Context: an optimization exercise on an open-source flow, tuned for small area, a short achievable clock period and few clock cycles per item. The choices shown serve that exercise and are no tape-out recipe. RTL that was checked went through simulation tests only; none was proved equivalent to the original. Function not checked in run 1: the RTL went through the layout flow alone.

==> flow/design.v, too long to show whole: its modules and the start of the top module <==
// module Raptor64Mult: 2369 lines
// module pgc: 6 lines
// module gpn: 6 lines
// module gn: 5 lines
// module digq: 10 lines
// module bmx: 5 lines
// module bx: 5 lines
// module bxn: 5 lines
// module fa3: 6 lines
// module ha2: 6 lines
// module fa1c: 6 lines
module Raptor64Mult(rst, clk, ld, sgn, isMuli, a, b, imm, o, done);
  // ...
==> flow/flow/run.sh <==
#!/bin/bash
set -euo pipefail
MARGIN=$(cat flow/margin.txt)
export BUFFER_PORTS_ARGS="-buffer_cell $(cat flow/bufcell.txt)"
sed -e "s/SETUP_SLACK_MARGIN=[-0-9.]*/SETUP_SLACK_MARGIN=${MARGIN}/" standard.sh > standard_margin.sh
grep -q "SETUP_SLACK_MARGIN=${MARGIN}" standard_margin.sh
bash standard_margin.sh > standard_margin.log 2>&1
==> flow/flow/bufcell.txt <==
sky130_fd_sc_hd__buf_1
==> flow/flow/margin.txt <==
6.7
==> flow/standard.sh <==
#!/bin/bash
# synth_recipe.tcl (not shown) runs the flow's synth.tcl, then flattens the netlist and writes it again
# the make line also repeats each setting of config.mk as NAME=value (left out here)
make -C /OpenROAD-flow-scripts/flow DESIGN_CONFIG=/design/flow/config.mk WORK_HOME=/design/flow/orfs CLKGATE_MAP_FILE= SYNTH_SCRIPT=/design/flow/synth_recipe.tcl "${@:-finish}"
==> flow/config.mk <==
export PLATFORM = sky130hd
export DESIGN_NAME = Raptor64Mult
export DESIGN_NICKNAME = Raptor64Mult
export VERILOG_FILES = /design/flow/design.v
export SDC_FILE = /design/flow/constraint.sdc
export NUM_CORES = 4
export LEC_CHECK = 0
export ABC_CLOCK_PERIOD_IN_PS = 3000
export CAP_MARGIN = 50
export CORE_MARGIN = 2
export CORE_UTILIZATION = 55
export SETUP_SLACK_MARGIN = 5
export SLEW_MARGIN = 70
export SYNTH_HIERARCHICAL = 1
export SYNTH_MINIMUM_KEEP_SIZE = 0
==> flow/constraint.sdc <==
create_clock -name core_clock -period 10.0 [get_ports {clk}]
set_input_delay 2.0000 -clock core_clock [delete_from_list [all_inputs] [get_ports {clk}]]
set_output_delay 2.0000 -clock core_clock [all_outputs]
set_load 0.01 [all_outputs]
==> metrics.yaml, run 1 <==
status:
  status: "finished clean"
yosys:
  muxShareOfSynthArea: 0.000987
  netlist_area_sq_um: 31700
  syn_inst: 2769
  synth_compound_area_frac: 0.198
  seq_area_frac_synth: 0.230
  ys_seq_elements: 364
  synthArstFlopShare: 0
final_layout:
  fin_nets: 3922
  postLayoutCoreUtil: 0.638
  num-clock-buffers: 56
  layout.nonclk_buf_frac: 0.0701
  multi_input_cells: 2270
  top_register: "dr"
  largest_reg_flops: 70
worst_setup_path:
  endpoint_kind: "output pin"
  cp-endpoint: "o[101]"
  rr_worst_depth: 11
timing:
  skew_ns: 0.0389
  setup_ws_ns: 6.71
  finalCritPeriodShare: 0.329
  rsz0062_at_grt: "false"
die:
  num_rows: 88
grt:
  grt_antenna_before_repair: 1
  use_met3: 0.0667
  busiest_layer: "met2"
clock_network:
  cts_resized: 61
place:
  dp_hpwl_microns: 76700
routing:
  vias_per_cell: 6.32
==> run 2, diff against run 1 <==
--- a/flow/design.v
+++ b/flow/design.v
@@ -1955,26 +1955,26 @@
 fa3 u_s927 (.x(c630), .y(s777), .z(c776), .s(s927), .c(c928));
 fa3 u_s929 (.x(c632), .y(c778), .z(s779), .s(s929), .c(c930));
 fa3 u_s931 (.x(r_6[62]), .y(s781), .z(c780), .s(s931), .c(c932));
 fa3 u_s933 (.x(r_5[65]), .y(r_6[63]), .z(c782), .s(s933), .c(c934));
 assign s935 = ~r_6[64];
 assign c936 = r_6[64];
 wire [79:0] ts = {1'b0, 1'b1, r_6[65], s935, s933, s931, s929, s927, s925, s923, s921, s919, s917, s915, s913, s911, s909, s907, s905, s903, s901, s899, s897, s895, s893, s891, s889, s887, s885, s883, s881, s879, s877, s875, s873, s871, s869, s867, s865, s863, s861, s859, s857, s855, s853, s851, s849, s847, s845, s843, s841, s839, s837, s835, s833, s831, s829, s827, s825, s823, s821, s819, s817, s815, s813, s811, s809, s807, s805, s803, s801, s799, s797, s795, s793, s791, s789, s787, s785, s783};
 wire [79:0] tc = {1'b0, 1'b0, c936, c934, c932, c930, c928, c926, c924, c922, c920, c918, c916, c914, c912, c910, c908, c906, c904, c902, c900, c898, c896, c894, c892, c890, c888, c886, c884, c882, c880, c878, c876, c874, c872, c870, c868, c866, c864, c862, c860, c858, c856, c854, c852, c850, c848, c846, c844, c842, c840, c838, c836, c834, c832, c830, c828, c826, c824, c822, c820, c818, c816, c814, c812, c810, c808, c806, c804, c802, c800, c798, c796, c794, c792, c790, c788, c786, c784, 1'b0};
-wire [15:0] lo = (lsr & {14{~first}}) + ({lcr[13:1], ca} & {14{~first}}) + {nbit, 12'b0} + cb;
+wire [15:0] lo = lsr + {lcr[13:1], ca} + {nbit, 12'b0} + cb;
 always @(posedge clk) begin
 	dr <= {lo[13:0], dr[69:14]};
 	sr <= ts[79:14];
 	cr <= tc[79:14];
 	lsr <= ts[13:0];
 	lcr <= tc[13:0];
 	nbit <= busy & neg2[6];
-	ca <= busy & (lo[15] | lo[14]);
-	cb <= busy & lo[15];
+	ca <= busy & ~first & (lo[15] | lo[14]);
+	cb <= busy & ~first & lo[15];
 end
 wire [71:0] fa_p, fa_g;
 pgc u_fa_pg0 (.a(lsr[0]), .b(ca), .p(fa_p[0]), .g(fa_g[0]));
 pgc u_fa_pg1 (.a(lsr[1]), .b(lcr[1]), .p(fa_p[1]), .g(fa_g[1]));
 pgc u_fa_pg2 (.a(lsr[2]), .b(lcr[2]), .p(fa_p[2]), .g(fa_g[2]));
 pgc u_fa_pg3 (.a(lsr[3]), .b(lcr[3]), .p(fa_p[3]), .g(fa_g[3]));
 pgc u_fa_pg4 (.a(lsr[4]), .b(lcr[4]), .p(fa_p[4]), .g(fa_g[4]));
 pgc u_fa_pg5 (.a(lsr[5]), .b(lcr[5]), .p(fa_p[5]), .g(fa_g[5]));
==> metrics.yaml, run 2 <==
status:
  status: "finished clean"  # unchanged
worst_setup_path:
  cp_max_fo: 15  # unchanged
  worst-setup-path-type: "flip-flop to output pin"  # unchanged
  max_stage_delay_ns: 0.48  # was 0.50 ns
  slowest_stage: "dfxtp_4"  # unchanged
  path_buf_inv: 1  # unchanged
  ff2ff_setup_slack_ns: 6.77  # was 6.73 ns
  path_cells: "buf_2"  # was buf_1
  cp.required_ns: 8.00  # about the same
  reg2reg_from: "u_q1.one[3]"  # was sr[18]
  worst_ep_arrival_time_ns: 1.28  # was 1.29 ns
  start_kind: "flip-flop"  # unchanged
  r2r_end: "sr[33]"  # was ar[52]
  startpoint: "ar[50]"  # was ar[31]
  rr_worst_depth: 7  # was 11
  endpoint_kind: "output pin"  # unchanged
  critPathTopFamily: "flip-flops"  # unchanged
final_layout:
  layout_common_cells: "a22o_1, xor2_1, fa_1"  # unchanged
  top_regs: "dr x70, ar x65"  # unchanged
  drive_above_1_share: 0.0950  # was 0.104
  fill_cells: 4629  # was 4719
  area_delta_synth_final_pct: 15.7  # was 15.5%
  top_register: "dr"  # unchanged
  num_antenna_cells: 0  # was 1
  multiInputGateArea_sq_um: 23600  # was 23800 sq um
  largest_reg_flops: 70  # unchanged
  fin_nets: 3899  # was 3922
  final_common_cell: "a22o_1"  # unchanged
  regArea_sq_um: 7690  # was 7700 sq um
  fin_cells: 3924  # was 3955
timing:
  max_freq_mhz: 304  # about the same
  finalSetupTns_ns: 0  # unchanged
  hold_viol: 0  # unchanged
  setup_violations: 0  # unchanged
  drv_slew: 0  # unchanged
  min_period_ns: 3.28  # was 3.29 ns
  finalCritPeriodShare: 0.328  # was 0.329
  rsz0062_at_grt: "true"  # was false
  skew_ns: 0.0295  # was 0.0389 ns
yosys:
  synth-edff-count: 0  # unchanged
  yosysMostFrequentCell: "a22o_1"  # unchanged
  yosysTopAreaCellShare: 0.286  # was 0.285
  syn_inst: 2756  # was 2769
  yosysTopAreaCell: "fa_1"  # unchanged
  avgSynthCellArea_sq_um: 11.5  # about the same
  synthTopCellsByCount: "a22o_1, fa_1, xor2_1, dfxtp_1, a21o_1"  # was a22o_1, fa_1, xor2_1, dfxtp_1, nor2b_1
  synthFlopType: "dfxtp_1"  # unchanged
  seq_area_frac_synth: 0.230  # about the same
  synthArstFlopShare: 0  # unchanged
  ys_seq_elements: 364  # unchanged
  yosys_warnings: 8  # unchanged
  yosys.cell_types.count: 56  # was 52
  yosys-top-cells-area: "fa_1, dfxtp_1, a22o_1"  # unchanged
  netlist_area_sq_um: 31700  # about the same
place:
  io_buffers: 325  # unchanged
  dp_hpwl_microns: 77200  # was 76700 microns
  place_inst: 3793  # was 3802
  gp_congestion: 0.927  # was 0.912
routing:
  drt-wirelength-per-cell_microns: 27.9  # was 27.5 microns
  totalWireLength_microns: 109000  # about the same
  drtAntennaViolNets: 0  # unchanged
  first_pass_iters: 6  # was 5
  vias_per_cell: 6.37  # was 6.32
  drc: 0  # unchanged
  drt-initial-drc-count: 2267  # was 2189
  via_count: 24994  # about the same
hold_path:
  hold_path_depth: 0  # unchanged
  min_from: "dr[22]"  # was dr[49]
  hold_end: "dr[8]"  # was dr[35]
  hold_class: "flip-flop to flip-flop"  # unchanged
clock_network:
  path_clk_slew_ns: 0.06  # was 0.07 ns
  htree_levels: 2  # unchanged
  postCtsHoldBufs: 0  # unchanged
  clock-sinks: 364  # unchanged
  cts_buffers: 45  # unchanged
  clock_path_buffers: 3  # unchanged
  insertion_delay_ns: 0.62  # was 0.64 ns
  cts-root-buf: "clkbuf_16"  # unchanged
  cts_tree: "done"  # unchanged
die:
  die_area_sq_um: 59500  # was 59600 sq um
  num_rows: 87  # was 88
  die_w_microns: 244  # about the same
  fp.dieH_microns: 244  # about the same
  ioPinCount: 326  # unchanged
  core_sq_um: 56700  # was 57400 sq um
  initial_core_util: 0.559  # was 0.553
grt:
  globalRouteTotalUtil: 0.367  # was 0.366
  grt_max_degree: 70  # unchanged
  grt_pass1_wl_microns: 165000  # was 164000 microns
  grt_antenna_before_repair: 0  # was 1
  overflow: 0  # unchanged
  first_global_vias: 26569  # about the same
run:
  max_cap_viol_count: 0  # unchanged
==> run 2: cell count changes after synthesis, sizes merged, moves of 6 or more <==
cell    change
a211oi      +6
a22oi      -12
inv         +7
and3        -6
o21ai       +6
a221oi      +8
nand2b      +6
nor2b      -24
nand3       -8
==> run 2: logic make-up (layout without fill, tap and decap cells) <==
| family | after synthesis | after routing | share of synthesized area |
|---|---|---|---|
| multiplexers | 2 | 2 | 0.000711 |
| adder cells (fa/ha/maj) | 571 | 571 | 0.333 |
| flip-flops | 364 | 364 | 0.230 |
| XOR/XNOR | 527 | 527 | 0.146 |
| other | 1 | 2 | 0.000118 |
| buffers and inverters | 139 | 550 | 0.0250 |
| AO/OA/AOI/OAI | 781 | 781 | 0.201 |
| AND/OR/NAND/NOR | 371 | 371 | 0.0649 |
==> run 2: final cells by class <==
type	count	share of cell area
well taps	756	0.0258
clock inverters	32	0.0140
flip-flops and latches	364	0.210
clock buffers	52	0.0323
repair buffers	429	0.0694
inverters	37	0.00386
multi-input cells	2254	0.645
==> run 2: modules after synthesis (local to each module, per instance), excerpt <==
module        cell area (sq um)  flops+latches
digq                        420             21
gn                         7.51              0
gpn                        13.8              0
bx                         8.76              0
bmx                        8.76              0
fa3                        20.0              0
bxn                        8.76              0
Raptor64Mult              10700            301
pgc                        12.5              0
ha2                        12.5              0
==> run 2: per-stage QoR <==
stage / cell area, sq um / worst slack, ns / utilization / hold WS (ns)
2_1_floorplan: 31700 / 6.70 / - / 0.382
3_3_place_gp: 33400 / 5.75 / 0.589 / 0.335
3_5_place_dp: 34300 / 6.12 / 0.604 / 0.335
4_1_cts: 36300 / 6.70 / 0.640 / 0.352
5_1_grt: 36600 / 6.70 / 0.646 / 0.360
6_report: 36600 / 6.72 / 0.646 / 0.349
==> run 2: how the worst max path moves through the flow <==
stage / end / depth (start not counted)
floorplan: lsr[10] / 9
global placement: u_q1.one[6] / 6
detailed placement: u_q2.two[4] / 8
CTS: o[81] / 1
global route: sr[18] / 7
finish: o[120] / 1
==> run 2: routing by layer <==
| metal | GRT usage | share of wire | routed length (microns) |
|---|---|---|---|
| met1 | 0.484 | 0.40 | 43600 |
| met2 | 0.608 | 0.48 | 52500 |
| met3 | 0.0605 | 0.082 | 8940 |
| met4 | 0.140 | 0.041 | 4490 |
| met5 | 0 | 0 | 0 |
==> run 2: repair_timing <==
action / CTS / global route
setup buffers: 23 / 18
cloned: 0 / 2
resized for setup: 59 / 7
setup endpoints to repair: 105 / 51
Testbench counts of run 2, summed over its fixed seeds: cycles 19,200, items 2,400.
==> run 3, diff against run 2 <==
--- a/flow/config.mk
+++ b/flow/config.mk
@@ -8,7 +8,10 @@
 export ABC_CLOCK_PERIOD_IN_PS = 3000
 export CAP_MARGIN = 50
 export CORE_MARGIN = 2
-export CORE_UTILIZATION = 55
+export CORE_UTILIZATION = 68
+export CTS_BUF_LIST = sky130_fd_sc_hd__clkbuf_16
+export CTS_CLUSTER_DIAMETER = 100
+export CTS_CLUSTER_SIZE = 24
 export SETUP_SLACK_MARGIN = 5
 export SLEW_MARGIN = 70
 export SYNTH_HIERARCHICAL = 1
==> metrics.yaml, run 3 <==
status:
  status: "finished clean"  # unchanged
final_layout:
  layout_common_cells: "a22o_1, xor2_1, fa_1"  # unchanged
  area_delta_synth_final_pct: 10.5  # was 15.7%
  fill_cells: 3180  # was 4629
  drive_above_1_share: 0.0745  # was 0.0950
  top_register: "dr"  # unchanged
  largest_reg_flops: 70  # unchanged
  top_regs: "dr x70, ar x65"  # unchanged
  fin_nets: 3843  # was 3899
  regArea_sq_um: 7700  # was 7690 sq um
  final_common_cell: "a22o_1"  # unchanged
  multiInputGateArea_sq_um: 23700  # was 23600 sq um
  postLayoutCoreUtil: 0.757  # was 0.646
die:
  core_sq_um: 46300  # was 56700 sq um
  die_w_microns: 220  # was 244 microns
  ioPinCount: 326  # unchanged
  initial_core_util: 0.685  # was 0.559
  num_rows: 79  # was 87
  fp.dieH_microns: 220  # was 244 microns
  die_area_sq_um: 48300  # was 59500 sq um
worst_setup_path:
  path_buf_inv: 1  # unchanged
  slowest_stage: "dfxtp_1"  # was dfxtp_4
  max_stage_delay_ns: 0.52  # was 0.48 ns
  ff2ff_setup_slack_ns: 6.80  # was 6.77 ns
  worst-setup-path-type: "flip-flop to output pin"  # unchanged
  r2r_end: "sr[0]"  # was sr[33]
  worst_ep_arrival_time_ns: 1.30  # was 1.28 ns
  rr_worst_depth: 6  # was 7
  cp.required_ns: 8.00  # about the same
  critPathTopFamily: "flip-flops"  # unchanged
  reg2reg_from: "u_q0.neg[3]"  # was u_q1.one[3]
  endpoint_kind: "output pin"  # unchanged
  path_cells: "buf_1"  # was buf_2
  startpoint: "dr[57]"  # was ar[50]
  cp_max_fo: 3  # was 15
  start_kind: "flip-flop"  # unchanged
grt:
  overflow: 0  # unchanged
  grt_pass1_wl_microns: 157000  # was 165000 microns
  first_global_vias: 25959  # was 26.6k
  globalRouteTotalUtil: 0.434  # was 0.367
  grt_max_degree: 70  # unchanged
  grt_antenna_before_repair: 4  # was 0
yosys:
  yosys_warnings: 8  # unchanged
  synthTopCellsByCount: "a22o_1, fa_1, xor2_1, dfxtp_1, a21o_1"  # unchanged
  ys_seq_elements: 364  # unchanged
  yosysTopAreaCell: "fa_1"  # unchanged
  yosys-top-cells-area: "fa_1, dfxtp_1, a22o_1"  # unchanged
  seq_area_frac_synth: 0.230  # unchanged
  syn_inst: 2756  # unchanged
  synthFlopType: "dfxtp_1"  # unchanged
  synthArstFlopShare: 0  # unchanged
  yosysTopAreaCellShare: 0.286  # unchanged
  netlist_area_sq_um: 31700  # unchanged
  avgSynthCellArea_sq_um: 11.5  # unchanged
  yosysMostFrequentCell: "a22o_1"  # unchanged
  synth-edff-count: 0  # unchanged
  yosys.cell_types.count: 56  # unchanged
timing:
  drv_slew: 0  # unchanged
  setup_violations: 0  # unchanged
  max_freq_mhz: 303  # was 304 MHz
  hold_viol: 0  # unchanged
  skew_ns: 0.0266  # was 0.0295 ns
  finalCritPeriodShare: 0.330  # was 0.328
  finalSetupTns_ns: 0  # unchanged
  rsz0062_at_grt: "false"  # was true
  setup_ws_ns: 6.70  # was 6.72 ns
  min_period_ns: 3.30  # was 3.28 ns
hold_path:
  hold_path_depth: 0  # unchanged
  min_from: "dr[25]"  # was dr[22]
  hold_class: "flip-flop to flip-flop"  # unchanged
  hold_end: "dr[11]"  # was dr[8]
routing:
  drtAntennaViolNets: 0  # unchanged
  drt-wirelength-per-cell_microns: 28.1  # was 27.9 microns
  drt-initial-drc-count: 2747  # was 2267
  drc: 0  # unchanged
  totalWireLength_microns: 104000  # was 109000 microns
  via_count: 25211  # was 25.0k
  vias_per_cell: 6.81  # was 6.37
  first_pass_iters: 9  # was 6
clock_network:
  clock-sinks: 364  # unchanged
  htree_levels: 1  # was 2
  clock_path_buffers: 3  # unchanged
  cts_tree: "done"  # unchanged
  cts-root-buf: "clkbuf_16"  # unchanged
  insertion_delay_ns: 0.59  # was 0.62 ns
  path_clk_slew_ns: 0.10  # was 0.06 ns
  cts_buffers: 21  # was 45
place:
  gp_congestion: 1.02  # was 0.927
  dp_hpwl_microns: 74300  # was 77200 microns
  io_buffers: 325  # unchanged
  place_worst_setup_slack_ns: 6.11  # was 6.12 ns
run:
  max_cap_viol_count: 0  # unchanged
==> run 3: logic make-up after synthesis <==
kind of cell | count (synthesis) | share of synthesized area
AO/OA/AOI/OAI | 781 | 0.201
buffers and inverters | 139 | 0.0250
multiplexers | 2 | 0.000711
AND/OR/NAND/NOR | 371 | 0.0649
other | 1 | 0.000118
adder cells (fa/ha/maj) | 571 | 0.333
XOR/XNOR | 527 | 0.146
flip-flops | 364 | 0.230
==> run 3: final cells by class <==
class / instances / area share
diodes: 5 / 0.000357
clock buffers: 21 / 0.0150
clock inverters: 15 / 0.00461
inverters: 37 / 0.00397
multi-input cells: 2254 / 0.675
flip-flops and latches: 364 / 0.220
well taps: 607 / 0.0217
repair buffers: 397 / 0.0593
==> run 3: layer usage <==
layer	global-route usage	routed length [microns]	up-vias
li1	-	-	10375
met1	0.576	38300	12596
met2	0.677	47900	1836
met3	0.103	12200	402
met4	0.199	5450	2
met5	0	13	-
==> run 3: through the flow <==
step                      instances  hold WS, ns  area (sq um)
after floorplan                2757        0.382         31700
after global placement         3611        0.332         33200
after detailed placement       3633        0.336         33900
after CTS                      3671        0.355         34700
after global routing           3698        0.360         35000
final                          3700        0.354         35000
==> run 3: Yosys stat by module (local to each module, per instance) <==
module / cells inside / flip-flops and latches
Raptor64Mult: 1001 / 301
bmx: 1 / 0
bx: 1 / 0
bxn: 1 / 0
digq: 21 / 21
fa1c: 5 / 0
fa3: 1 / 0
gn: 1 / 0
gpn: 2 / 0
ha2: 1 / 0
pgc: 1 / 0
==> run 3: how the worst max path moves through the flow <==
stage	to	cells past startpoint	slack [ns]
final	o[57]	1	6.70
after floorplan	lsr[10]	9	6.70
after global placement	sr[51]	6	5.87
after global routing	o[124]	1	6.70
after CTS	o[120]	1	6.65
after detailed placement	u_q1.neg[2]	6	6.11
==> run 3: repair_timing <==
item / 4_1_cts / 5_1_grt
endpoints found under the setup margin: 58 / 51
setup buffers: 2 / 21
hold endpoints to repair: 0 / 0
hold buffers: 0 / 0
resized for setup: 57 / 3
==> run 4, diff against run 3 <==
--- a/flow/config.mk
+++ b/flow/config.mk
@@ -8,7 +8,7 @@
 export ABC_CLOCK_PERIOD_IN_PS = 3000
 export CAP_MARGIN = 50
 export CORE_MARGIN = 2
-export CORE_UTILIZATION = 68
+export CORE_UTILIZATION = 62
 export CTS_BUF_LIST = sky130_fd_sc_hd__clkbuf_16
 export CTS_CLUSTER_DIAMETER = 100
 export CTS_CLUSTER_SIZE = 24
==> metrics.yaml, run 4 <==
die:
  die_w_microns: 230  # was 220 microns
  num_rows: 82  # was 79
  ioPinCount: 326  # unchanged
  core_sq_um: 50300  # was 46300 sq um
  die_area_sq_um: 52900  # was 48300 sq um
  initial_core_util: 0.630  # was 0.685
  fp.dieH_microns: 230  # was 220 microns
worst_setup_path:
  critPathTopFamily: "flip-flops"  # unchanged
  endpoint_kind: "output pin"  # unchanged
  path_cells: "buf_1"  # unchanged
  worst-setup-path-type: "flip-flop to output pin"  # unchanged
  path_buf_inv: 1  # unchanged
  cp_max_fo: 15  # was 3
  slowest_stage: "dfxtp_4"  # was dfxtp_1
  max_stage_delay_ns: 0.50  # was 0.52 ns
  worst_ep_arrival_time_ns: 1.29  # was 1.30 ns
  start_kind: "flip-flop"  # unchanged
  cp.required_ns: 8.00  # about the same
grt:
  grt_pass1_wl_microns: 158000  # was 157000 microns
  first_global_vias: 25868  # was 26.0k
  overflow: 0  # unchanged
  grt_antenna_before_repair: 4  # unchanged
  globalRouteTotalUtil: 0.395  # was 0.434
  grt_max_degree: 70  # unchanged
final_layout:
  top_register: "dr"  # unchanged
  fin_cells: 3763  # was 3700
  largest_reg_flops: 70  # unchanged
  top_regs: "dr x70, ar x65"  # unchanged
  layout_common_cells: "a22o_1, fa_1, xor2_1"  # was a22o_1, xor2_1, fa_1
  fin_nets: 3842  # was 3843
  drive_above_1_share: 0.0793  # was 0.0745
  fill_cells: 3788  # was 3180
  area_delta_synth_final_pct: 11.4  # was 10.5%
  final_common_cell: "a22o_1"  # unchanged
routing:
  drt-wirelength-per-cell_microns: 27.8  # was 28.1 microns
  via_count: 24677  # was 25.2k
  totalWireLength_microns: 105000  # was 104000 microns
  first_pass_iters: 5  # was 9
  drtAntennaViolNets: 0  # unchanged
  drc: 0  # unchanged
  vias_per_cell: 6.56  # was 6.81
  drt-initial-drc-count: 2673  # was 2747
place:
  place_inst: 3693  # was 3633
  gp_congestion: 1.15  # was 1.02
  dp_hpwl_microns: 75600  # was 74300 microns
  io_buffers: 325  # unchanged
timing:
  skew_ns: 0.0314  # was 0.0266 ns
  rsz0062_at_grt: "false"  # unchanged
  finalSetupTns_ns: 0  # unchanged
  min_period_ns: 3.29  # was 3.30 ns
  finalCritPeriodShare: 0.329  # was 0.330
  drv_slew: 0  # unchanged
  max_freq_mhz: 304  # was 303 MHz
  hold_viol: 0  # unchanged
  setup_violations: 0  # unchanged
clock_network:
  clock-sinks: 364  # unchanged
  clock_path_buffers: 3  # unchanged
  htree_levels: 1  # unchanged
  cts-root-buf: "clkbuf_16"  # unchanged
  cts_buffers: 21  # unchanged
  path_clk_slew_ns: 0.10  # about the same
  postCtsHoldBufs: 0  # unchanged
  cts_tree: "done"  # unchanged
  insertion_delay_ns: 0.59  # about the same
yosys:
  synthTopCellsByCount: "a22o_1, fa_1, xor2_1, dfxtp_1, a21o_1"  # unchanged
  yosysTopAreaCell: "fa_1"  # unchanged
  seq_area_frac_synth: 0.230  # unchanged
  yosysTopAreaCellShare: 0.286  # unchanged
  synth-edff-count: 0  # unchanged
  ys_seq_elements: 364  # unchanged
  yosys-top-cells-area: "fa_1, dfxtp_1, a22o_1"  # unchanged
  synthArstFlopShare: 0  # unchanged
  synthFlopType: "dfxtp_1"  # unchanged
  yosys_warnings: 8  # unchanged
  syn_inst: 2756  # unchanged
  yosysMostFrequentCell: "a22o_1"  # unchanged
  netlist_area_sq_um: 31700  # unchanged
  avgSynthCellArea_sq_um: 11.5  # unchanged
  yosys.cell_types.count: 56  # unchanged
status:
  status: "finished clean"  # unchanged
hold_path:
  hold_class: "flip-flop to flip-flop"  # unchanged
run:
  max_cap_viol_count: 0  # unchanged
run 4: timing repair:
item,4_1_cts,5_1_grt
gates resized for setup,62,10
endpoints found under the setup margin,105,60
gates cloned,0,1
pin swaps,0,1
buffers inserted,7,14
run 4: final timing paths:
check,from,to,slack (ns),cells past startpoint
max,ar[17],o[87],6.71,1
min,dr[55],dr[41],0.35,0
max reg2reg,ph[0],sr[18],6.76,8
min reg2reg,dr[55],dr[41],0.35,0
run 4: Yosys stat by module, one instance, submodules excluded, excerpt:
module / flip-flops and latches / area (sq um)
digq: 21 / 420
pgc: 0 / 12.5
ha2: 0 / 12.5
bx: 0 / 8.76
bxn: 0 / 8.76
Raptor64Mult: 301 / 10700
fa1c: 0 / 27.5
gn: 0 / 7.51
gpn: 0 / 13.8
bmx: 0 / 8.76
run 4: area by class of cell:
class | count | area, sq um | area share
Timing Repair Buffer | 396 | 2240 | 0.0636
Clock buffer | 21 | 526 | 0.0149
Multi-Input combinational cell | 2254 | 23700 | 0.672
Tap cell | 672 | 841 | 0.0238
Inverter | 37 | 140 | 0.00397
Clock inverter | 16 | 123 | 0.00347
Sequential cell | 364 | 7710 | 0.218
Antenna cell | 3 | 7.51 | 0.000213
run 4: through the flow:
| step | hold slack, ns | setup slack, ns | utilization | instance area, sq um |
|---|---|---|---|---|
| 2_1_floorplan | 0.382 | 6.70 | - | 31700 |
| 6_report | 0.353 | 6.71 | 0.702 | 35300 |
| 3_5_place_dp | 0.337 | 6.07 | 0.677 | 34100 |
| 5_1_grt | 0.358 | 6.69 | 0.702 | 35300 |
| 3_3_place_gp | 0.333 | 5.72 | 0.662 | 33300 |
| 4_1_cts | 0.354 | 6.70 | 0.695 | 34900 |
run 4: per-layer routing:
layer,up-vias,global-route usage,wire length (microns)
met2,1530,0.630,48600
met5,-,0,13
li1,10369,-,-
met3,305,0.0826,10400
met1,12471,0.524,40400
met4,2,0.167,5100
run 4: cells by family (layout without fill, tap and decap cells):
logic type | count (synthesis) | in the layout | share of synthesized area
DFF | 364 | 364 | 0.230
and+or+nand+nor | 371 | 371 | 0.0649
xor gates and xnor gates | 527 | 527 | 0.146
muxes | 2 | 2 | 0.000711
other | 1 | 5 | 0.000118
AOI/OAI and AO/OA | 781 | 781 | 0.201
buffers and inverters | 139 | 470 | 0.0250
adders and majority gates | 571 | 571 | 0.333
==> run 5, diff against run 4 <==
--- a/flow/config.mk
+++ b/flow/config.mk
@@ -5,7 +5,7 @@
 export SDC_FILE = /design/flow/constraint.sdc
 export NUM_CORES = 4
 export LEC_CHECK = 0
-export ABC_CLOCK_PERIOD_IN_PS = 3000
+export ABC_CLOCK_PERIOD_IN_PS = 5000
 export CAP_MARGIN = 50
 export CORE_MARGIN = 2
 export CORE_UTILIZATION = 62
==> metrics.yaml, run 5 <==
die:
  die_w_microns: 230  # unchanged
  num_rows: 82  # unchanged
  core_sq_um: 50300  # unchanged
  initial_core_util: 0.630  # unchanged
  ioPinCount: 326  # unchanged
  die_area_sq_um: 52900  # unchanged
  fp.dieH_microns: 230  # unchanged
final_layout:
  fin_nets: 3842  # unchanged
  finalInstanceArea_sq_um: 35300  # unchanged
  area_delta_synth_final_pct: 11.4  # unchanged
  largest_reg_flops: 70  # unchanged
  drive_above_1_share: 0.0793  # unchanged
  top_register: "dr"  # unchanged
  final_common_cell: "a22o_1"  # unchanged
  fill_cells: 3788  # unchanged
  top_regs: "dr x70, ar x65"  # unchanged
  layout_common_cells: "a22o_1, fa_1, xor2_1"  # unchanged
routing:
  drt-wirelength-per-cell_microns: 27.8  # unchanged
  first_pass_iters: 5  # unchanged
  drt-initial-drc-count: 2673  # unchanged
  totalWireLength_microns: 105000  # unchanged
  via_count: 24677  # unchanged
  drc: 0  # unchanged
  vias_per_cell: 6.56  # unchanged
  drtAntennaViolNets: 0  # unchanged
yosys:
  yosys.cell_types.count: 56  # unchanged
  synthAdderAreaFrac: 0.333  # unchanged
  synthTopCellsByCount: "a22o_1, fa_1, xor2_1, dfxtp_1, a21o_1"  # unchanged
  yosysTopAreaCellShare: 0.286  # unchanged
  yosys_warnings: 8  # unchanged
  syn_inst: 2756  # unchanged
  synth_top_family_by_area: "adder cells"  # unchanged
  yosys-top-cells-area: "fa_1, dfxtp_1, a22o_1"  # unchanged
  ys_seq_elements: 364  # unchanged
  synth_compound_area_frac: 0.201  # unchanged
  synthArstFlopShare: 0  # unchanged
  muxShareOfSynthArea: 0.000711  # unchanged
  yosysTopAreaCell: "fa_1"  # unchanged
  synth_xor_area_frac: 0.146  # unchanged
  synth-simple-area-share: 0.0649  # unchanged
  seq_area_frac_synth: 0.230  # unchanged
  synthFlopType: "dfxtp_1"  # unchanged
  yosysMostFrequentCell: "a22o_1"  # unchanged
  avgSynthCellArea_sq_um: 11.5  # unchanged
  synth-edff-count: 0  # unchanged
  netlist_area_sq_um: 31700  # unchanged
timing:
  max_freq_mhz: 304  # unchanged
  drv_slew: 0  # unchanged
  rsz0062_at_grt: "false"  # unchanged
  hold_viol: 0  # unchanged
  setup_violations: 0  # unchanged
  finalSetupTns_ns: 0  # unchanged
  setup_ws_ns: 6.71  # unchanged
  finalCritPeriodShare: 0.329  # unchanged
  min_period_ns: 3.29  # unchanged
  skew_ns: 0.0314  # unchanged
clock_network:
  path_clk_slew_ns: 0.10  # about the same
  cts_buffers: 21  # unchanged
  clock-sinks: 364  # unchanged
  postCtsHoldBufs: 0  # unchanged
  cts_tree: "done"  # unchanged
  htree_levels: 1  # unchanged
  cts-root-buf: "clkbuf_16"  # unchanged
  clock_path_buffers: 3  # unchanged
  insertion_delay_ns: 0.59  # about the same
worst_setup_path:
  startpoint: "ar[17]"  # unchanged
  reg2reg_from: "ph[0]"  # unchanged
  rr_worst_depth: 8  # unchanged
  critPathTopFamily: "flip-flops"  # unchanged
  path_buf_inv: 1  # unchanged
  worst-setup-path-type: "flip-flop to output pin"  # unchanged
  start_kind: "flip-flop"  # unchanged
  endpoint_kind: "output pin"  # unchanged
  cp_max_fo: 15  # unchanged
  cp.required_ns: 8.00  # about the same
  ff2ff_setup_slack_ns: 6.76  # about the same
  worst_ep_arrival_time_ns: 1.29  # about the same
  slowest_stage: "dfxtp_4"  # unchanged
  r2r_end: "sr[18]"  # unchanged
  path_cells: "buf_1"  # unchanged
  max_stage_delay_ns: 0.50  # about the same
grt:
  overflow: 0  # unchanged
  first_global_vias: 25868  # unchanged
  grt_pass1_wl_microns: 158000  # unchanged
  grt_antenna_before_repair: 4  # unchanged
  grt_max_degree: 70  # unchanged
  globalRouteTotalUtil: 0.395  # unchanged
hold_path:
  hold_path_depth: 0  # unchanged
  min_from: "dr[55]"  # unchanged
  hold_end: "dr[41]"  # unchanged
  hold_class: "flip-flop to flip-flop"  # unchanged
place:
  io_buffers: 325  # unchanged
  place_worst_setup_slack_ns: 6.07  # unchanged
  gp_congestion: 1.15  # unchanged
  placed_cell_area_sq_um: 34100  # unchanged
  dp_hpwl_microns: 75600  # unchanged
status:
  status: "finished clean"  # unchanged
run:
  max_cap_viol_count: 0  # unchanged
## run 5: cell counts after synthesis
Identical to the previous run, type by type.
## run 5: metrics by stage
step / hold WS (ns) / std cells / util
after floorplan: 0.382 / 2757 / -
after global placement: 0.333 / 3675 / 0.662
after detailed placement: 0.337 / 3693 / 0.677
after CTS: 0.354 / 3737 / 0.695
after global routing: 0.358 / 3763 / 0.702
final: 0.353 / 3763 / 0.702
## run 5: cell families after synthesis
logic type / Yosys count
AO/OA/AOI/OAI: 781
adder cells (fa/ha/maj): 571
XOR/XNOR: 527
AND/OR/NAND/NOR: 371
flip-flops: 364
buffers and inverters: 139
multiplexers: 2
other: 1
## run 5: worst max-delay path by stage
stage,endpoint,depth (start not counted)
after CTS,o[98],1
final,o[87],1
after floorplan,lsr[10],9
after global placement,lsr[10],6
after global routing,o[87],1
after detailed placement,u_q1.neg[6],8
## run 5: layout make-up
| class | count | area [sq um] | area share |
|---|---|---|---|
| Timing Repair Buffer | 396 | 2240 | 0.0636 |
| Multi-Input combinational cell | 2254 | 23700 | 0.672 |
| Clock inverter | 16 | 123 | 0.00347 |
| Sequential cell | 364 | 7710 | 0.218 |
| Inverter | 37 | 140 | 0.00397 |
| Tap cell | 672 | 841 | 0.0238 |
| Antenna cell | 3 | 7.51 | 0.000213 |
| Clock buffer | 21 | 526 | 0.0149 |
## run 5: modules after synthesis (local to each module, per instance)
module	area, sq um	cells	copies in the design	flops+latches
fa3	20.0	1	449	0
gn	7.51	1	62	0
Raptor64Mult	10700	1001	1	301
bxn	8.76	1	7	0
gpn	13.8	2	88	0
pgc	12.5	1	72	0
fa1c	27.5	5	2	0
bmx	8.76	1	455	0
digq	420	21	3	21
ha2	12.5	1	13	0
bx	8.76	1	448	0
## run 5: metal layers
layer,wire [microns],GRT usage,vias to the layer above
li1,-,-,10369
met1,40400,0.524,12471
met2,48600,0.630,1530
met3,10400,0.0826,305
met4,5100,0.167,2
met5,13,0,-
## run 5: what timing repair did
action	in CTS	in global routing
setup buffers	7	14
gates resized for setup	62	10
setup endpoints to repair	105	60
pin swaps	0	1
cloned	0	1
==> run 6, diff against run 5 <==
==> flow/config.mk (replaced) <==
export PLATFORM = sky130hd
export DESIGN_NAME = Raptor64Mult
export DESIGN_NICKNAME = Raptor64Mult
export VERILOG_FILES = /design/flow/design.v
export SDC_FILE = /design/flow/constraint.sdc
export NUM_CORES = 4
export LEC_CHECK = 0
export ABC_CLOCK_PERIOD_IN_PS = 3000
export CAP_MARGIN = 30
export CORE_MARGIN = 2
export CORE_UTILIZATION = 62
export CTS_BUF_LIST = sky130_fd_sc_hd__clkbuf_16
export CTS_CLUSTER_DIAMETER = 100
export CTS_CLUSTER_SIZE = 24
export SETUP_SLACK_MARGIN = 5
export SLEW_MARGIN = 40
export SYNTH_HIERARCHICAL = 1
export SYNTH_MINIMUM_KEEP_SIZE = 0
==> metrics.yaml, run 6 <==
routing:
  via_count: 25020  # was 24.7k
  first_pass_iters: 6  # was 5
  drt-initial-drc-count: 2861  # was 2673
  drtAntennaViolNets: 0  # unchanged
  drt-wirelength-per-cell_microns: 28.2  # was 27.8 microns
  drc: 0  # unchanged
  vias_per_cell: 6.64  # was 6.56
  totalWireLength_microns: 106000  # was 105000 microns
clock_network:
  htree_levels: 1  # unchanged
  cts-root-buf: "clkbuf_16"  # unchanged
  clock-sinks: 364  # unchanged
  clock_path_buffers: 3  # unchanged
  path_clk_slew_ns: 0.09  # was 0.10 ns
  cts_tree: "done"  # unchanged
  cts_buffers: 23  # was 21
  insertion_delay_ns: 0.62  # was 0.59 ns
  postCtsHoldBufs: 0  # unchanged
grt:
  grt_max_degree: 70  # unchanged
  globalRouteTotalUtil: 0.397  # was 0.395
  grt_pass1_wl_microns: 159000  # was 158000 microns
  first_global_vias: 25732  # was 25.9k
  overflow: 0  # unchanged
  grt_antenna_before_repair: 1  # was 4
worst_setup_path:
  slowest_stage: "dfxtp_4"  # unchanged
  cp_max_fo: 15  # unchanged
  start_kind: "flip-flop"  # unchanged
  cp.required_ns: 8.00  # about the same
  critPathTopFamily: "flip-flops"  # unchanged
  worst-setup-path-type: "flip-flop to output pin"  # unchanged
  worst_ep_arrival_time_ns: 1.28  # was 1.29 ns
  max_stage_delay_ns: 0.49  # was 0.50 ns
  path_cells: "buf_1"  # unchanged
  path_buf_inv: 1  # unchanged
  endpoint_kind: "output pin"  # unchanged
yosys:
  avgSynthCellArea_sq_um: 11.5  # unchanged
  yosys.cell_types.count: 56  # unchanged
  netlist_area_sq_um: 31700  # unchanged
  synthTopCellsByCount: "a22o_1, fa_1, xor2_1, dfxtp_1, a21o_1"  # unchanged
  ys_seq_elements: 364  # unchanged
  synthFlopType: "dfxtp_1"  # unchanged
  yosys_warnings: 8  # unchanged
  syn_inst: 2756  # unchanged
  synth-edff-count: 0  # unchanged
  yosys-top-cells-area: "fa_1, dfxtp_1, a22o_1"  # unchanged
  yosysMostFrequentCell: "a22o_1"  # unchanged
  synthArstFlopShare: 0  # unchanged
  yosysTopAreaCellShare: 0.286  # unchanged
  seq_area_frac_synth: 0.230  # unchanged
  yosysTopAreaCell: "fa_1"  # unchanged
die:
  num_rows: 82  # unchanged
  die_w_microns: 230  # unchanged
  initial_core_util: 0.630  # unchanged
  core_sq_um: 50300  # unchanged
  fp.dieH_microns: 230  # unchanged
  ioPinCount: 326  # unchanged
  die_area_sq_um: 52900  # unchanged
timing:
  tightest_slew_ns: 0.838
  drv_slew: 0  # unchanged
  rsz0062_at_grt: "true"  # was false
  hold_viol: 0  # unchanged
  timing.hold.ws_ns: 0.353  # about the same
  setup_violations: 0  # unchanged
  max_freq_mhz: 305  # was 304 MHz
  finalSetupTns_ns: 0  # unchanged
  min_period_ns: 3.28  # was 3.29 ns
  finalCritPeriodShare: 0.328  # was 0.329
  skew_ns: 0.0530  # was 0.0314 ns
  relSlewSlack: 0.439
run:
  max_cap_viol_count: 0  # unchanged
final_layout:
  layout_common_cells: "a22o_1, xor2_1, fa_1"  # was a22o_1, fa_1, xor2_1
  area_delta_synth_final_pct: 10.4  # was 11.4%
  drive_above_1_share: 0.0776  # was 0.0793
  top_register: "dr"  # unchanged
  top_regs: "dr x70, ar x65"  # unchanged
  final_common_cell: "a22o_1"  # unchanged
  fin_nets: 3847  # was 3842
  largest_reg_flops: 70  # unchanged
  fill_cells: 3852  # was 3788
place:
  io_buffers: 325  # unchanged
  dp_hpwl_microns: 74000  # was 75600 microns
  gp_congestion: 1.15  # unchanged
hold_path:
  hold_class: "flip-flop to flip-flop"  # unchanged
status:
  status: "finished clean"  # unchanged
-- run 6: logic make-up after synthesis --
logic type	synth area share
flip-flops	0.230
AND/OR/NAND/NOR	0.0649
multiplexers	0.000711
adder cells (fa/ha/maj)	0.333
AO/OA/AOI/OAI	0.201
buffers and inverters	0.0250
other	0.000118
XOR/XNOR	0.146
-- run 6: Yosys stat by module, one instance, submodules excluded, a selection --
| module | cells inside | area [sq um] | times used |
|---|---|---|---|
| pgc | 1 | 12.5 | 72 |
| bmx | 1 | 8.76 | 455 |
| fa1c | 5 | 27.5 | 2 |
| gn | 1 | 7.51 | 62 |
| gpn | 2 | 13.8 | 88 |
| Raptor64Mult | 1001 | 10700 | 1 |
| bxn | 1 | 8.76 | 7 |
| bx | 1 | 8.76 | 448 |
| fa3 | 1 | 20.0 | 449 |
-- run 6: timing repair --
item | in CTS | in global routing
setup endpoints to repair | 181 | 102
gates resized for setup | 127 | 54
buffers inserted | 25 | 21
gates cloned | 1 | 3
-- run 6: metrics by stage --
stage	std cells	instance area (sq um)	setup slack (ns)	util
detailed placement	3676	33400	5.76	0.663
floorplan	2757	31700	6.70	-
global route	3766	35000	6.68	0.696
global placement	3675	33300	5.72	0.662
CTS	3741	34600	6.64	0.688
finish	3766	35000	6.72	0.696
-- run 6: layer usage --
metal | GRT usage | vias to the layer above | wire length [microns]
met3 | 0.0768 | 356 | 10500
met4 | 0.166 | 0 | 5420
li1 | - | 10378 | -
met5 | 0 | - | 0
met1 | 0.534 | 12666 | 41200
met2 | 0.632 | 1620 | 49200
-- run 6: final cells by class --
class	instances	area (sq um)	area share
inverters	37	139	0.00397
flip-flops and latches	364	7680	0.220
multi-input cells	2254	23600	0.675
clock buffers	23	576	0.0165
diodes	1	2.50	0.0000715
clock inverters	16	150	0.00429
well taps	672	841	0.0240
repair buffers	399	1970	0.0564
-- run 6: worst paths after layout --
kind / startpoint / end / slack [ns] / cells after the start
max reg2reg: u_q1.neg[0] / sr[16] / 6.74 / 5
min: dr[23] / dr[9] / 0.35 / 0
min reg2reg: dr[23] / dr[9] / 0.35 / 0
max: ar[34] / o[104] / 6.72 / 1

## port drivers added, routing unchanged
In the flow no input, the clock included, has a driving cell. The finished layouts below were timed again as built, in two steps. Step 1 assumes that a clkbuf_16 drives the clock port and a buf_2 every other input. Step 2 times the ports against the registers' clock, not the clock port: input delays grow and output delays shrink by t, the midpoint of the rising clock arrivals with the driver on. a / b / c = ideal / step 1 / step 2; a / b = the first two.
run	t, ns	setup WS [ns]	hold WS [ns]	clock arrival spread, ns	worst register clock-pin slew, ns
run 1	0.681	6.713 / 6.648 / 6.345	0.346 / 0.346 / 0.346	0.040 / 0.039	0.07 / 0.07
run 2	0.667	6.716 / 6.650 / 6.186	0.349 / 0.349 / 0.349	0.030 / 0.030	0.07 / 0.07
run 3	0.633	6.696 / 6.640 / 6.175	0.354 / 0.354 / 0.354	0.028 / 0.028	0.11 / 0.11
run 4	0.638	6.713 / 6.652 / 6.167	0.353 / 0.353 / 0.353	0.032 / 0.032	0.10 / 0.10
run 5	0.638	6.713 / 6.652 / 6.167	0.353 / 0.353 / 0.353	0.032 / 0.032	0.10 / 0.10
run 6	0.655	6.718 / 6.657 / 6.104	0.353 / 0.353 / 0.353	0.054 / 0.053	0.10 / 0.10
After both steps setup and hold are still met in every run listed. For run 6, which loses most, drivers alone change the setup slack by -0.061 ns; drivers and shift together by -0.614 ns.
